From an optimization exercise on the open Yosys and OpenROAD flow, aimed at small area, a short achievable clock period and few clock cycles; shortcuts taken in it are not production practice. In this exercise RTL edits were held to simulation tests only and were not proved equivalent to the original. Power and IR drop assume default switching activity.

## psudolegal_board
module psudolegal_board(
  input logic clk,
  input logic rst,
  input logic        in_pos_valid,
  input logic [3:0]  in_pos_data,
  input logic        in_pos_sop,
  input logic        in_pos_eop,
  input logic        in_wtp,
  input logic [3:0]  in_castle,
  input logic [3:0]  in_ep,
  input logic       start,
  output reg        o_uci_valid,
  output reg [20:0] o_uci_data,
  output reg        o_uci_sop,
  output reg        o_uci_eop
  );
export LEC_CHECK = 0
export ABC_AREA = 1
export CAP_MARGIN = 40
export CORE_MARGIN = 2
export CORE_UTILIZATION = 60
export CTS_CLUSTER_DIAMETER = 120
export CTS_CLUSTER_SIZE = 25
export PLACE_DENSITY = 0.7
export SETUP_SLACK_MARGIN = 1.0
export SLEW_MARGIN = 40
create_clock -name core_clock -period 13.0 [get_ports {clk}]
standard.sh (not shown) runs the stock make flow with config.mk's settings and CLKGATE_MAP_FILE= SYNTH_SCRIPT=/design/flow/synth_recipe.tcl, a recipe that flattens the netlist after the stock synthesis.
==> flow/flow/run.sh <==
#!/bin/bash
set -euo pipefail
bash standard.sh SETUP_SLACK_MARGIN=9.5 finish > flow.log 2>&1
Testbench counts at the start, summed over its fixed seeds: cycles 117,286.
==> next run, changes <==
CORE_UTILIZATION = 40   (was 60)
CTS_CLUSTER_DIAMETER = default   (was 120)
CTS_CLUSTER_SIZE = default   (was 25)
PLACE_DENSITY = 0.6   (was 0.7)
What happened:
- The changed run passed the timing, design-rule and antenna checks
- area after synthesis is unchanged
- cell area increases by 5.5%
- clock skew increases by 0.011 ns
- global-route usage decreases by 11 points
- combinational power increases by about 1%
- setup slack gains 0.063 ns
- non-clock buffer count is unchanged
- total power increases by 22%
- routed wire length increases by 6.6%
- worst hold slack loses 0.010 ns
==> next run, changes <==
CORE_UTILIZATION = 60   (was 40)
CTS_CLUSTER_DIAMETER = 100   (was default)
CTS_CLUSTER_SIZE = 20   (was default)
PLACE_DENSITY = 0.7   (was 0.6)
Synthesized area does not change; die area decreases by 33%; power decreases by 16%; core utilization increases by 22 points.

* * *

Setup of alpha:
Starting RTL as in the previous note.
==> flow/config.mk <==
export PLATFORM = sky130hd
export DESIGN_NAME = psudolegal_board
export DESIGN_NICKNAME = psudolegal_board
export VERILOG_FILES = /design/flow/design.v
export SDC_FILE = /design/flow/constraint.sdc
export NUM_CORES = 4
export LEC_CHECK = 0
export ABC_AREA = 1
export CAP_MARGIN = 40
export CORE_MARGIN = 2
export CORE_UTILIZATION = 60
export CTS_CLUSTER_DIAMETER = 100
export CTS_CLUSTER_SIZE = 20
export PLACE_DENSITY = 0.7
export SETUP_SLACK_MARGIN = 1.0
export SLEW_MARGIN = 40
==> flow/constraint.sdc <==
create_clock -name core_clock -period 13.0 [get_ports {clk}]
set_input_delay 2.6000 -clock core_clock [delete_from_list [all_inputs] [get_ports {clk}]]
set_output_delay 2.6000 -clock core_clock [all_outputs]
set_load 0.01 [all_outputs]
==> flow/flow/run.sh <==
#!/bin/bash
set -euo pipefail
bash standard.sh SETUP_SLACK_MARGIN=9.3 finish > flow.log 2>&1
Testbench counts of alpha, summed over its fixed seeds: cycles 117,286.
For beta, these inputs were changed with respect to alpha:
Settings: changing CTS_CLUSTER_DIAMETER from 100 to 120; changing CORE_UTILIZATION from 60 to 40; changing PLACE_DENSITY from 0.7 to 0.6; changing CTS_CLUSTER_SIZE from 20 to 25.
==> flow/flow/run.sh <==
#!/bin/bash
set -euo pipefail
bash standard.sh SETUP_SLACK_MARGIN=9.5 finish > flow.log 2>&1
Findings:
Setup slack: beta vs alpha up 0.11 ns
met3 track demand over resource ended up 4.6 points lower on beta than on alpha.
Area growth from synthesis to final layout was higher in the run labelled beta.
beta vs alpha, master of the slowest instance on the critical path: sky130_fd_sc_hd__nor3_1 vs sky130_fd_sc_hd__ha_2
The area of combinational cells with multiple inputs of beta exceeds that of alpha by 280 um2.
tr[1] as the endpoint of the most critical setup path was reported by beta, and a1[0] by alpha.
## Diff of input files: gamma against beta
Settings: CTS_CLUSTER_SIZE removed (was 25); ABC_AREA removed (was 1); CTS_CLUSTER_DIAMETER removed (was 120).
Findings:
- gamma vs beta, critical-path cell with the highest stage delay: sky130_fd_sc_hd__or4b_4 vs sky130_fd_sc_hd__nor3_1
- Sort beta and gamma by detailed-routing wirelength on met1 asc -> top: gamma
- Summary of gamma over beta: transition time of the tightest slew-check pin increased 0.071 ns; maximum net fanout on the critical path has increased; share of final-layout standard cells stronger than drive strength 1 shows an increase of 9.0 points.
- gamma vs beta, most common cell after layout, fill and taps aside: sky130_fd_sc_hd__edfxtp_1 vs sky130_fd_sc_hd__nand2_1

==> separate check: timing with driven ports <==
How much do the figures lean on ideal ports? The routed layouts below were timed once more, with nothing changed but the port constraints. Step 1, drivers: a clkbuf_16 drives clk and a buf_2 each remaining input, both assumed. Step 2 also shifts input and output timing later by t, the mid clock arrival at the registers, as if the neighbouring blocks saw the same clock. a / b / c = ideal ports / drivers / drivers and shift; a / b = the first two.
run | t (ns) | setup slack, ns | hold slack, ns | worst register clock-pin slew, ns | cell pins on the clock port's net
the first run of note 1 | 0.626 | 9.296 / 9.296 / 8.980 | 0.349 / 0.349 / 0.349 | 0.12 / 0.12 | 1
the second run of note 1 | 0.641 | 9.360 / 9.330 / 8.950 | 0.339 / 0.339 / 0.339 | 0.07 / 0.07 | 1
the third run of note 1 | 0.633 | 9.376 / 9.318 / 8.993 | 0.343 / 0.343 / 0.343 | 0.10 / 0.10 | 1
alpha | 0.631 | 9.189 / 9.189 / 8.803 | 0.345 / 0.345 / 0.345 | 0.11 / 0.11 | 1
beta | 0.617 | 9.298 / 9.298 / 8.977 | 0.343 / 0.343 / 0.343 | 0.11 / 0.11 | 1
gamma | 0.653 | 8.950 / 8.950 / 8.910 | 0.338 / 0.338 / 0.338 | 0.07 / 0.07 | 1
After both steps every run listed still meets setup and hold. The setup slack of the second run of note 1, which loses most, moves by -0.030 ns with the drivers and by -0.410 ns with both steps.
